Background: an optimization exercise with open tools, aiming at small area. Do not read the settings as production practice.
The RTL was checked by simulation tests, not by an equivalence proof against the original design.
Power and IR drop assume default switching activity.

==> flow/design.v <==
`timescale 1ns / 1ps
module DSP_DATA_SWITCH
#(parameter DATA_WIDTH_IN_BYTES = 4)
(
input   wire ACLK,
input   wire ARESETn,
input   wire   [7:0]                    s_axis_tdata_sel,
input   wire                            s_axis_tvalid_sel,
output  wire                            s_axis_tready_sel,
input  wire [8*DATA_WIDTH_IN_BYTES-1:0] s_axis_tdata_0,
input  wire                             s_axis_tvalid_0,
input  wire                             s_axis_tlast_0,
output wire                             s_axis_tready_0,
input  wire [8*DATA_WIDTH_IN_BYTES-1:0] s_axis_tdata_1,
input  wire                             s_axis_tlast_1,
input  wire                             s_axis_tvalid_1,
output wire                             s_axis_tready_1,
input  wire [8*DATA_WIDTH_IN_BYTES-1:0] s_axis_tdata_2,
input  wire                             s_axis_tvalid_2,
input  wire                             s_axis_tlast_2,
output wire                             s_axis_tready_2 ,
output wire [8*DATA_WIDTH_IN_BYTES-1:0] m_axis_tdata ,
output wire                             m_axis_tvalid,
output wire                             m_axis_tlast,
input  wire                             m_axis_tready,
output reg RDY
    );
localparam W = 8*DATA_WIDTH_IN_BYTES;
wire       cmd_hi = |s_axis_tdata_sel[7:2];
wire [2:0] cmd = cmd_hi ? 3'b000 :
                 {s_axis_tdata_sel[1] & !s_axis_tdata_sel[0],
                  !s_axis_tdata_sel[1] & s_axis_tdata_sel[0],
                  !s_axis_tdata_sel[1] & !s_axis_tdata_sel[0]};
reg  [2:0] select;            
reg  [1:0] select_reg;        
wire [1:0] cmd_code = {cmd_hi | s_axis_tdata_sel[1], cmd_hi | s_axis_tdata_sel[0]};
wire [2:0] select_reg_dec = {select_reg == 2'd2, select_reg == 2'd1, select_reg == 2'd0};
reg        state_sel;
reg        s_axis_tvalid_sel_int;
reg        s_axis_tready_sel_int;
reg        allow_state_selection;
reg  [1:0] state_f;           
wire [2:0] st = {state_f == 2'd2, state_f == 2'd1, state_f == 2'd0};
reg        m_axis_tready_reg;
reg  [2:0] s_axis_tvalid_reg;
reg  [2:0] m_axis_tready_int;
reg        m_axis_tvalid_int;
reg        m_axis_tlast_int;
reg  [W-1:0] m_axis_tdata_int;
reg  [W-1:0] m_axis_tdata_reg;
reg          m_axis_tlast_reg;
reg  [W-1:0] temp_m_axis_tdata_reg;
reg          temp_m_axis_tlast_reg;
reg          temp_loaded;     
assign m_axis_tvalid     = m_axis_tvalid_int;
assign s_axis_tready_0   = m_axis_tready_int[0];
assign s_axis_tready_1   = m_axis_tready_int[1];
assign s_axis_tready_2   = m_axis_tready_int[2];
assign m_axis_tdata      = m_axis_tdata_reg;
assign m_axis_tlast      = m_axis_tlast_reg;
assign s_axis_tready_sel = s_axis_tready_sel_int;
wire [2:0] s_valid3 = {s_axis_tvalid_2, s_axis_tvalid_1, s_axis_tvalid_0};
wire [2:0] s_last3  = {s_axis_tlast_2, s_axis_tlast_1, s_axis_tlast_0};
wire sel_ok   = |select;
wire any_last = |s_last3;
always @(posedge ACLK) begin
    if (!ARESETn) begin
        RDY                   <= 1'b1;
        state_sel             <= 1'b0;
        s_axis_tvalid_sel_int <= 1'b0;
        s_axis_tready_sel_int <= 1'b0;
        allow_state_selection <= 1'b0;
        select_reg            <= 2'd0;
        select                <= 3'b001;
    end else begin
        RDY                   <= sel_ok;
        state_sel             <= sel_ok & (state_sel ? !m_axis_tlast_int : s_axis_tvalid_sel_int);
        s_axis_tvalid_sel_int <= s_axis_tvalid_sel;
        s_axis_tready_sel_int <= !state_sel;
        allow_state_selection <= state_sel;
        if (state_sel) begin
            select_reg <= cmd_code;
            if (any_last) select <= select_reg_dec;
        end else if (!sel_ok) begin
            select <= cmd;
        end
    end
end
wire st_w    = &state_f;
wire x_rdy   = |(st & m_axis_tready_int);
wire x_vreg  = |(st & s_axis_tvalid_reg);
wire x_valid = |(st & s_valid3);
wire x_last  = |(st & s_last3);
wire s_valid = |(select & s_valid3);
wire s_stall = |(select & m_axis_tready_int & s_axis_tvalid_reg) & !m_axis_tready;
wire s_last  = |(select & s_last3);
wire rdy_next = m_axis_tready_reg & !m_axis_tlast_int & !s_stall;
wire start   = m_axis_tready & allow_state_selection &
               |(select & {s_axis_tvalid_reg[2:1], s_axis_tvalid_0});
wire load_out  = x_rdy & (m_axis_tready | !x_vreg);
wire load_temp = x_rdy & !m_axis_tready & x_vreg;
wire load_skid = !st_w & !x_rdy & m_axis_tready;
always @(posedge ACLK) begin
    if (!ARESETn) begin
        state_f           <= 2'd3;
        m_axis_tready_reg <= 1'b0;
        m_axis_tready_int <= 3'b000;
        m_axis_tvalid_int <= 1'b0;
        m_axis_tlast_int  <= 1'b0;
        temp_loaded       <= 1'b0;
    end else begin
        if (st_w)
            state_f <= start ? {select[2], select[1]} : 2'd3;
        else if (m_axis_tlast_int)
            state_f <= 2'd3;
        m_axis_tready_reg <= m_axis_tready;
        m_axis_tready_int <= select & {3{rdy_next}};
        if (st_w)        m_axis_tlast_int <= 1'b0;
        else if (sel_ok) m_axis_tlast_int <= s_last;
        if (st_w)
            m_axis_tvalid_int <= s_valid;
        else if (x_rdy)
            m_axis_tvalid_int <= x_valid | !m_axis_tready & x_vreg;
        else if (m_axis_tready)
            m_axis_tvalid_int <= x_last ? x_valid : RDY & x_vreg;
        if (load_temp) temp_loaded <= 1'b1;
    end
end
always @(posedge ACLK)
    s_axis_tvalid_reg <= s_valid3;
wire c_a = ARESETn & load_out;
wire c_b = ARESETn & load_skid & temp_loaded;
wire c_h = ARESETn & !load_out & !load_skid;
always @(posedge ACLK) begin
    m_axis_tdata_reg <= {W{c_a}} & ~m_axis_tdata_int | {W{c_b}} & ~temp_m_axis_tdata_reg | {W{c_h}} & m_axis_tdata_reg;
    m_axis_tlast_reg <= c_a & m_axis_tlast_int | c_b & temp_m_axis_tlast_reg | c_h & m_axis_tlast_reg;
end
always @(posedge ACLK) begin
    m_axis_tdata_int <= ~({W{select[0]}} & s_axis_tdata_0 | {W{select[1]}} & s_axis_tdata_1 | {W{select[2]}} & s_axis_tdata_2);
    if (load_temp) begin
        temp_m_axis_tdata_reg <= m_axis_tdata_int;
        temp_m_axis_tlast_reg <= m_axis_tlast_int;
    end
end
endmodule
`timescale 1 ns / 1 ps
	module DSP_DATA_SWITCH_v1_0 #
	(
    parameter integer DATA_WIDTH_IN_BYTES	= 4
	)
	(
        output wire  RDY,
        input  wire  ACLK,
        input  wire  ARESETn,
		output wire  s00_axis_tready,
		input wire [8*DATA_WIDTH_IN_BYTES-1 : 0] s00_axis_tdata,
		input wire  s00_axis_tlast,
		input wire  s00_axis_tvalid,
		output wire  s01_axis_tready,
		input wire [8*DATA_WIDTH_IN_BYTES-1 : 0] s01_axis_tdata,
		input wire  s01_axis_tlast,
		input wire  s01_axis_tvalid,
		output wire  s02_axis_tready,
		input wire [8*DATA_WIDTH_IN_BYTES-1 : 0] s02_axis_tdata,
		input wire  s02_axis_tlast,
		input wire  s02_axis_tvalid,
		output wire  s03_sel_axis_tready,
		input wire [7:0] s03_sel_axis_tdata,
		input wire  s03_sel_axis_tvalid,
		output wire  m00_axis_tvalid,
		output wire [8*DATA_WIDTH_IN_BYTES-1 : 0] m00_axis_tdata,
		output wire  m00_axis_tlast,
		input wire  m00_axis_tready
	);
	DSP_DATA_SWITCH 
	#(
	.DATA_WIDTH_IN_BYTES(DATA_WIDTH_IN_BYTES)
	)
	DSP_DATA_SWITCH
	(	
	.s_axis_tdata_sel (s03_sel_axis_tdata ), 
	.s_axis_tvalid_sel(s03_sel_axis_tvalid),
	.s_axis_tready_sel(s03_sel_axis_tready),
	.s_axis_tdata_0 (s00_axis_tdata),
	.s_axis_tvalid_0(s00_axis_tvalid),
	.s_axis_tready_0(s00_axis_tready),
	.s_axis_tlast_0 (s00_axis_tlast),
	.s_axis_tdata_1 (s01_axis_tdata ),
	.s_axis_tvalid_1(s01_axis_tvalid),
	.s_axis_tready_1(s01_axis_tready),
	.s_axis_tlast_1 (s01_axis_tlast ),
	.s_axis_tdata_2 (s02_axis_tdata ),
	.s_axis_tvalid_2(s02_axis_tvalid),
	.s_axis_tready_2(s02_axis_tready),
	.s_axis_tlast_2 (s02_axis_tlast ),
	.m_axis_tdata  (m00_axis_tdata ),
	.m_axis_tvalid (m00_axis_tvalid),
	.m_axis_tready (m00_axis_tready),
    .m_axis_tlast  (m00_axis_tlast ),
    .RDY(RDY),
    .ACLK(ACLK),
    .ARESETn(ARESETn)
	);
	endmodule
==> flow/flow/run.sh <==
#!/bin/bash
# Standard ORFS layout with three changes:
#  - synthesis maps the combinational logic with an area-oriented ABC script (flow/synth.tcl);
#  - port buffers are made as sky130_fd_sc_hd__buf_1;
#  - the clock tree uses small clock buffers and no dummy loads.
set -euo pipefail
HERE=$(pwd)
export FLOW_FLOW_ABC="$HERE/flow/area.abc"
BP="-buffer_cell sky130_fd_sc_hd__buf_1"
CA="-sink_clustering_enable -repair_clock_nets -dont_use_dummy_load -buf_list sky130_fd_sc_hd__clkbuf_4 -root_buf sky130_fd_sc_hd__clkbuf_4"
export BUFFER_PORTS_ARGS="$BP" CTS_ARGS="$CA"
bash standard.sh finish "SYNTH_SCRIPT=$HERE/flow/synth.tcl" "BUFFER_PORTS_ARGS=$BP" "CTS_ARGS=$CA" > orfs_make.log 2>&1
==> flow/flow/area.abc <==
strash
ifraig
scorr
dc2
strash
dch -f
&get -n
&nf -p -R 1000 -F 8 -A 4 -a
&put
topo
==> flow/flow/synth.tcl <==
# Standard ORFS synthesis (as synth_recipe.tcl runs it), except that the combinational logic is
# mapped with an area-oriented ABC script (flow/area.abc, path in FLOW_FLOW_ABC). Flip-flops are
# mapped before ABC runs, so the registers, their names and cell types are the standard ones.
proc synth {args} { yosys synth -nofsm -noshare {*}$args }
set f [open $::env(SCRIPTS_DIR)/synth.tcl]; set txt [read $f]; close $f
set pre {source $::env(SCRIPTS_DIR)/synth_preamble.tcl}
set idx [string first $pre $txt]
if {$idx < 0} { error "preamble line not found" }
set txt [string replace $txt $idx [expr {$idx + [string length $pre] - 1}] \
  "$pre\nset abc_args \[list -script $::env(FLOW_FLOW_ABC) {*}\[lrange \$abc_args 2 end\]\]\nputs \"custom abc args: \$abc_args\""]
eval $txt
# left out here: clear keep_hierarchy, flatten, clean up, hide names made inside functions, write 1_2_yosys.v
==> flow/standard.sh <==
#!/bin/bash
# synth_recipe.tcl (not shown) runs the flow's synth.tcl, then flattens the netlist and writes it again
# the make line also repeats each setting of config.mk as NAME=value (left out here)
make -C /OpenROAD-flow-scripts/flow DESIGN_CONFIG=/design/flow/config.mk WORK_HOME=/design/flow/orfs CLKGATE_MAP_FILE= SYNTH_SCRIPT=/design/flow/synth_recipe.tcl "${@:-finish}"
==> flow/config.mk <==
export PLATFORM = sky130hd
export DESIGN_NAME = DSP_DATA_SWITCH_v1_0
export DESIGN_NICKNAME = DSP_DATA_SWITCH_v1_0
export VERILOG_FILES = /design/flow/design.v
export SDC_FILE = /design/flow/constraint.sdc
export NUM_CORES = 4
export LEC_CHECK = 0
export CAP_MARGIN = 0
export CORE_MARGIN = 2
export CORE_UTILIZATION = 60
export PLACE_DENSITY = 0.75
export SLEW_MARGIN = 0
==> flow/constraint.sdc <==
create_clock -name core_clock -period 5.0 [get_ports {ACLK}]
set_input_delay 1.0000 -clock core_clock [delete_from_list [all_inputs] [get_ports {ACLK}]]
set_output_delay 1.0000 -clock core_clock [all_outputs]
set_load 0.01 [all_outputs]
==> results of run 1 <==
==> per-stage QoR <==
stage                     total power, mW  worst slack (ns)  utilization, %
final                                1.65              2.69            75.4
after floorplan                      1.17              1.13               -
after detailed placement             1.24              2.52            73.4
after global placement               1.24              2.63            73.4
after CTS                            1.67              2.69            75.4
after global routing                 1.72              2.47            75.4
==> where the power goes <==
group | total (mW) | switching [mW] | internal, mW
registers | 1.09 | 0.0384 | 1.05
clock network | 0.431 | 0.276 | 0.156
logic | 0.129 | 0.0632 | 0.0659
total | 1.65 | 0.377 | 1.28
==> kinds of logic after synthesis <==
kind of cell           share of synthesized area (%)
AOI/OAI and AO/OA                               20.0
buffers and inverters                          0.382
DFF                                             69.5
muxes                                          0.509
and+or+nand+nor                                 9.58
==> area by class of cell <==
| cell class | instances | area share (%) |
|---|---|---|
| inverters | 4 | 0.314 |
| clock buffers | 17 | 2.67 |
| well taps | 77 | 2.01 |
| multi-input cells | 177 | 24.9 |
| flip-flops and latches | 120 | 57.1 |
| repair buffers | 159 | 13.0 |
==> synth_stat cells, drive strengths merged, types with 2 or more instances <==
master / number / share of area (%)
nand3: 4 / 0.51
nand3b: 2 / 0.38
a31oi: 2 / 0.32
a222oi: 39 / 9.9
nor3: 2 / 0.25
nor3b: 2 / 0.38
o221ai: 33 / 7.4
or3: 2 / 0.32
mux2i: 2 / 0.51
clkinv: 4 / 0.38
o22ai: 4 / 0.64
dfxtp: 87 / 44
nor2: 11 / 1.1
and3: 3 / 0.48
and2: 2 / 0.32
a21oi: 5 / 0.64
edfxtp: 33 / 25
nor2b: 5 / 0.80
o21ai: 3 / 0.38
nand2: 50 / 4.8
==> cells in the final DEF (no fill, tap or decap), drive strengths merged, types with 4 or more instances in the layout <==
cell type  netlist  layout
nor2            11      11
nor2b            5       5
dfxtp           87      87
a222oi          39      39
nand3            4       4
clkinv           4       4
o22ai            4       4
clkbuf           0      17
a21oi            5       5
o221ai          33      33
nand2           50      50
buf              0     159
edfxtp          33      33
==> worst reg2reg max path, cell delays in order (launching register included) <==
cell      delay (ns)
dfxtp_1         0.40
nor2_1          0.11
a222oi_1        0.76
nor2_1          0.20
nand2_1         0.12
buf_4           0.37
o221ai_1        0.19
==> metal layers <==
metal / vias up / routed length (um)
li1: 1605 / -
met1: 1618 / 4020
met2: 160 / 4940
met3: 8 / 647
met4: 0 / 87
met5: - / 0
==> path summary, 6_finish.rpt <==
path                                   startpoint                                         to  cells after the start  slack (ns)
max                    DSP_DATA_SWITCH.state_f[1]        DSP_DATA_SWITCH.m_axis_tdata_reg[1]                      6        2.69
min          DSP_DATA_SWITCH.m_axis_tdata_int[26]  DSP_DATA_SWITCH.temp_m_axis_tdata_reg[26]                      0        0.43
max reg2reg            DSP_DATA_SWITCH.state_f[1]        DSP_DATA_SWITCH.m_axis_tdata_reg[1]                      6        2.69
min reg2reg  DSP_DATA_SWITCH.m_axis_tdata_int[26]  DSP_DATA_SWITCH.temp_m_axis_tdata_reg[26]                      0        0.43
==> impl_metrics.json, run 1 <==
{
  "status": "finished clean",
  "setup_viol_count_final": 0,
  "gp_congestion": 0.815,
  "nFillCells": 489,
  "max-slew-margin-rel_pct": 44.3,
  "yosys_warnings": 1,
  "top_usage_layer": "met2",
  "clkLatencyLatePin_ns": 0.48,
  "finClkSkew_ns": 0.0248,
  "cts_root_buffer": "clkbuf_4",
  "htreeDepth": 4,
  "hold_path.class": "reg -> reg",
  "fmax_mhz": 432,
  "drc": 0,
  "grt_usage_pct": 27.5,
  "grt_max_degree": 41,
  "routed-via-count": 3391,
  "end_kind": "flip-flop",
  "cp.arrival_ns": 2.63,
  "synth_area_per_cell_um2": 13.1,
  "crit_chain": "nor2_1 -> a222oi_1 -> nor2_1 -> nand2_1 -> buf_4 -> o221ai_1",
  "grt_pass1_wl_mm": 15.6,
  "antenna_found_initial": 0,
  "final_max_slew_viol_count": 0,
  "use_met1_pct": 33.3,
  "cpLargestDelayFamily": "compound AO/OA/AOI/OAI gates",
  "synth-main-ff-cell": "dfxtp_1",
  "netlist_area_um2": 3930,
  "hold_viol": 0,
  "grt_pass1_vias": 3417,
  "vdd_drop_max_mv": 0.266,
  "p_leak_nw": 1.60,
  "dp_cells": 537,
  "whs_ns": 0.429,
  "ys_seq_area_share_pct": 69.5,
  "synthDistinctLibCells": 26,
  "worst_ep_required_time_ns": 5.31,
  "setup.worst_path.start_class": "flip-flop",
  "cts_tree": "built",
  "synth.net_count": 415,
  "postCtsSetupRepairBufs": 0,
  "worstPathMaxFanout": 33,
  "syn_inst": 301,
  "postSynth.asyncResetShare_pct": 0,
  "finalCriticalPeriod_ns": 2.31,
  "seq_area_um2": 2730,
  "dpl-instance-area_um2": 4660,
  "die-area_um2": 7220,
  "critical-path-slowest-cell": "a222oi_1",
  "syn_to_final_growth_pct": 21.7,
  "met3_usage_pct": 8.46,
  "tightest_slew_ns": 0.835,
  "n_antenna_cell": 0,
  "met2_usage_pct": 46.9,
  "cts_hold_buf": 0,
  "drt_iter0_markers": 359,
  "core-area_um2": 6350,
  "io_buffers": 152,
  "cts_sinks": 120,
  "cpMostUsedCell": "nor2_1",
  "path_buf_inv": 1,
  "drt_wl_total_mm": 9.69,
  "min_period_over_period_pct": 46.3,
  "detail-route-antenna-nets": 0,
  "p_per_area_nw_per_um2": 346,
  "die_w_um": 84.9,
  "die_y_um": 84.9,
  "synth_edf_count": 33,
  "maxCapViolCount": 0,
  "placementRows": 29,
  "ctsResizeCount": 0,
  "viasPerCell": 6.12,
  "wl_per_cell_um": 17.5,
  "cts_buffer_depth": 2,
  "synth_seq_cells": 120,
  "start_util_pct": 61.9,
  "cts.clk_slew.worst_paths_ns": 0.10,
  "pin_count": 153,
  "worstSetupPathType": "reg -> reg",
  "fin_cells": 554,
  "final_nets": 593,
  "multi_input_comb_area_um2": 1190,
  "first_pass_iters": 7,
  "setup_tns_ns": 0,
  "drive_gt1_share_pct": 5.45,
  "overflow": 0,
  "cts_buffers": 17,
  "cpPeakStageDelay_ns": 0.76,
  "dp_hpwl_mm": 6.37,
  "rsz0062_at_grt": "false",
  "design_area_um2": 4790
}
==> inputs of run 2 (changes only) <==
--- a/flow/design.v
+++ b/flow/design.v
@@ -46,10 +46,10 @@
 reg  [2:0] m_axis_tready_int;
 reg        m_axis_tvalid_int;
 reg        m_axis_tlast_int;
-reg  [W-1:0] m_axis_tdata_int;
+reg  [W-1:0] m_axis_tdata_int;        
 reg  [W-1:0] m_axis_tdata_reg;
 reg          m_axis_tlast_reg;
-reg  [W-1:0] temp_m_axis_tdata_reg;
+reg  [W-1:0] temp_m_axis_tdata_reg;   
 reg          temp_m_axis_tlast_reg;
 reg          temp_loaded;     
 assign m_axis_tvalid     = m_axis_tvalid_int;
==> flow/flow/area.abc (replaced) <==
strash
ifraig
dc2
strash
&get -n
&dch -f
&nf -p -R 1000 -F 8 -A 4 -a -E 20
&put
topo
==> impl_metrics.json, run 2 <==
{
  "status": "finished clean",
  "hold_path.class": "reg -> reg",
  "dp_hpwl_mm": 6.36,
  "synth_edf_count": 33,
  "postCtsSetupRepairBufs": 0,
  "die-area_um2": 7200,
  "maxCapViolCount": 0,
  "grt_pass1_wl_mm": 15.1,
  "die_w_um": 84.8,
  "final_nets": 591,
  "finalCriticalPeriod_ns": 2.82,
  "hp-start": "DSP_DATA_SWITCH.m_axis_tdata_int[29]",
  "rsz0062_at_grt": "false",
  "max-slew-margin-rel_pct": 18.7,
  "drc": 0,
  "synth-main-ff-cell": "dfxtp_1",
  "synth_top_area_cell": "dfxtp_1",
  "syn_inst": 300,
  "first_pass_iters": 7,
  "seq_area_um2": 2730,
  "cp.arrival_ns": 3.19,
  "grt_pass1_vias": 3248,
  "drive_gt1_share_pct": 5.26,
  "worstSetupPathType": "reg -> reg",
  "setup_ws_ns": 2.18,
  "design_area_um2": 4770,
  "critical-path-slowest-cell": "a222oi_1",
  "clkLatencyLatePin_ns": 0.48,
  "hold_viol": 0,
  "p_leak_nw": 1.60,
  "cts_sinks": 120,
  "synth.area.top_cells": "dfxtp_1 (44%), edfxtp_1 (25%), a222oi_1 (10%), o221ai_1 (7.6%), nand2_1 (4.7%)",
  "ctsResizeCount": 0,
  "setup_viol_count_final": 0,
  "cts_hold_buf": 0,
  "io_buffers": 152,
  "gp_congestion": 0.847,
  "viasPerCell": 6.13,
  "netlist.area_leader.share_pct": 44.4,
  "nFillCells": 458,
  "antenna_found_initial": 0,
  "die_y_um": 84.8,
  "grt_max_degree": 35,
  "synthDistinctLibCells": 25,
  "drt_iter0_markers": 335,
  "mostFrequentLayoutCell": "buf_1",
  "cpPeakStageDelay_ns": 0.74,
  "setup.worst_path.start_class": "flip-flop",
  "crit_chain": "nor2_1 -> a222oi_1 -> nor2_1 -> nor2_2 -> buf_4 -> nand2_1 -> o221ai_1",
  "routed-via-count": 3386,
  "overflow": 0,
  "pin_count": 153,
  "placementRows": 29,
  "final_max_slew_viol_count": 0,
  "wl_per_cell_um": 17.0,
  "grt_usage_pct": 27.3,
  "finClkSkew_ns": 0.0333,
  "pre_cts_ws_ns": 1.94,
  "postSynth.asyncResetShare_pct": 0,
  "layout_common_cells": "buf_1 (152), dfxtp_1 (87), nand2_1 (49)",
  "synth_seq_cells": 120,
  "syn_to_final_growth_pct": 21.6,
  "worstPathMaxFanout": 21,
  "start_util_pct": 61.8,
  "dpl-instance-area_um2": 4640,
  "netlist_area_um2": 3920,
  "synth.most_common_cell": "dfxtp_1",
  "cts.clk_slew.worst_paths_ns": 0.10,
  "yosys_warnings": 1,
  "detail-route-antenna-nets": 0,
  "core-area_um2": 6350,
  "startpoint": "DSP_DATA_SWITCH.state_f[1]",
  "fmax_mhz": 355,
  "cts_tree": "built",
  "synth.net_count": 414,
  "p_per_area_nw_per_um2": 411,
  "drt_wl_total_mm": 9.40,
  "synth_common_cells": "dfxtp_1 (87), nand2_1 (49), a222oi_1 (39)",
  "end_kind": "flip-flop",
  "cts_buffers": 17,
  "vdd_drop_max_mv": 0.324,
  "htreeDepth": 4,
  "synth_area_per_cell_um2": 13.1,
  "tightest_slew_ns": 1.22,
  "ys_seq_area_share_pct": 69.7,
  "worst_ep_required_time_ns": 5.37,
  "multi_input_comb_area_um2": 1180,
  "cts_root_buffer": "clkbuf_4",
  "n_antenna_cell": 0,
  "crit-reg2reg-launch": "DSP_DATA_SWITCH.state_f[1]",
  "cts_buffer_depth": 2,
  "cpMostUsedCell": "nor2_1",
  "setup_tns_ns": 0,
  "min_period_over_period_pct": 56.4
}
-- run 2: changes by cell type after synthesis, sizes merged, moves of 2 or more --
cell / delta
a21oi: -2
mux2i: -2
nand3: -2
nor2b: -2
nor3: +4
o21ai: +4
or3: -2
-- run 2: kinds of logic after synthesis --
logic type / after synthesis / synth area share, %
DFF: 120 / 69.7
AOI/OAI and AO/OA: 93 / 20.5
and+or+nand+nor: 82 / 9.29
buffers and inverters: 5 / 0.479
-- run 2: layout make-up --
class | instances | share of cell area (%)
multi-input cells | 175 | 24.7
clock buffers | 17 | 2.68
inverters | 5 | 0.394
flip-flops and latches | 120 | 57.3
repair buffers | 158 | 12.9
well taps | 77 | 2.02
-- run 2: report_power, final --
| part | switching (mW) | total [mW] | internal (mW) |
|---|---|---|---|
| registers | 0.117 | 1.27 | 1.15 |
| logic | 0.144 | 0.267 | 0.124 |
| clock network | 0.270 | 0.425 | 0.155 |
| total | 0.530 | 1.96 | 1.43 |
-- run 2: per-layer routing --
layer | wire length, um | share of wire (%) | up-vias | track usage (%)
met5 | 0 | 0 | - | 0
met4 | 61 | 0.65 | 0 | 8.95
met3 | 630 | 6.7 | 6 | 8.46
met2 | 4660 | 50 | 144 | 46.2
met1 | 4040 | 43 | 1636 | 33.6
li1 | - | - | 1600 | -
-- run 2: path summary, 6_finish.rpt --
check	endpoint	slack [ns]	cells past startpoint
worst min-delay path	DSP_DATA_SWITCH.temp_m_axis_tdata_reg[29]	0.42	0
worst max register to register	DSP_DATA_SWITCH.m_axis_tdata_reg[7]	2.18	7
worst max-delay path	DSP_DATA_SWITCH.m_axis_tdata_reg[7]	2.18	7
worst min register to register	DSP_DATA_SWITCH.temp_m_axis_tdata_reg[29]	0.42	0
-- run 2: per-stage QoR --
step | power (mW) | util, % | std cells | hold slack (ns)
6_report | 1.96 | 75.1 | 552 | 0.422
5_1_grt | 2.06 | 75.1 | 552 | 0.445
4_1_cts | 1.97 | 75.1 | 552 | 0.423
3_5_place_dp | 1.55 | 73.1 | 535 | 0.420
3_3_place_gp | 1.54 | 73.1 | 535 | 0.420
2_1_floorplan | 1.41 | - | 300 | 0.409
-- run 2: worst max-delay path: cells and delay by family, from the launching register on --
kind	cells	cell delay, ns
AO/OA/AOI/OAI	2	0.83
AND/OR/NAND/NOR	4	1.12
flip-flops	1	0.40
buffers and inverters	1	0.34

==> separate check: timing with driven ports <==
The flow's constraints put no driver on any port. The routed layouts listed below were extracted and timed again, unchanged, in two steps. Step 1: set_driving_cell puts a clkbuf_16 on ACLK and a buf_2 on each other input, an assumption about the parent block. Step 2 times the ports against the registers' clock, not the clock port: input delays grow and output delays shrink by t, the midpoint of the rising clock arrivals with the driver on. Three values: no drivers, after step 1, after step 2; two values: the first two.
run | t, ns | slack for setup (ns) | worst hold slack (ns) | worst register clock-pin slew, ns | pins driven straight from the clock port
run 1 | 0.492 | 2.685 / 2.685 / 2.491 | 0.429 / 0.429 / 0.429 | 0.10 / 0.10 | 1
run 2 | 0.496 | 2.182 / 2.182 / 1.944 | 0.422 / 0.422 / 0.422 | 0.10 / 0.10 | 1
After both steps every run listed still meets setup and hold. The setup slack of run 2, which loses most, moves by 0.000 ns with the drivers and by -0.238 ns with both steps.
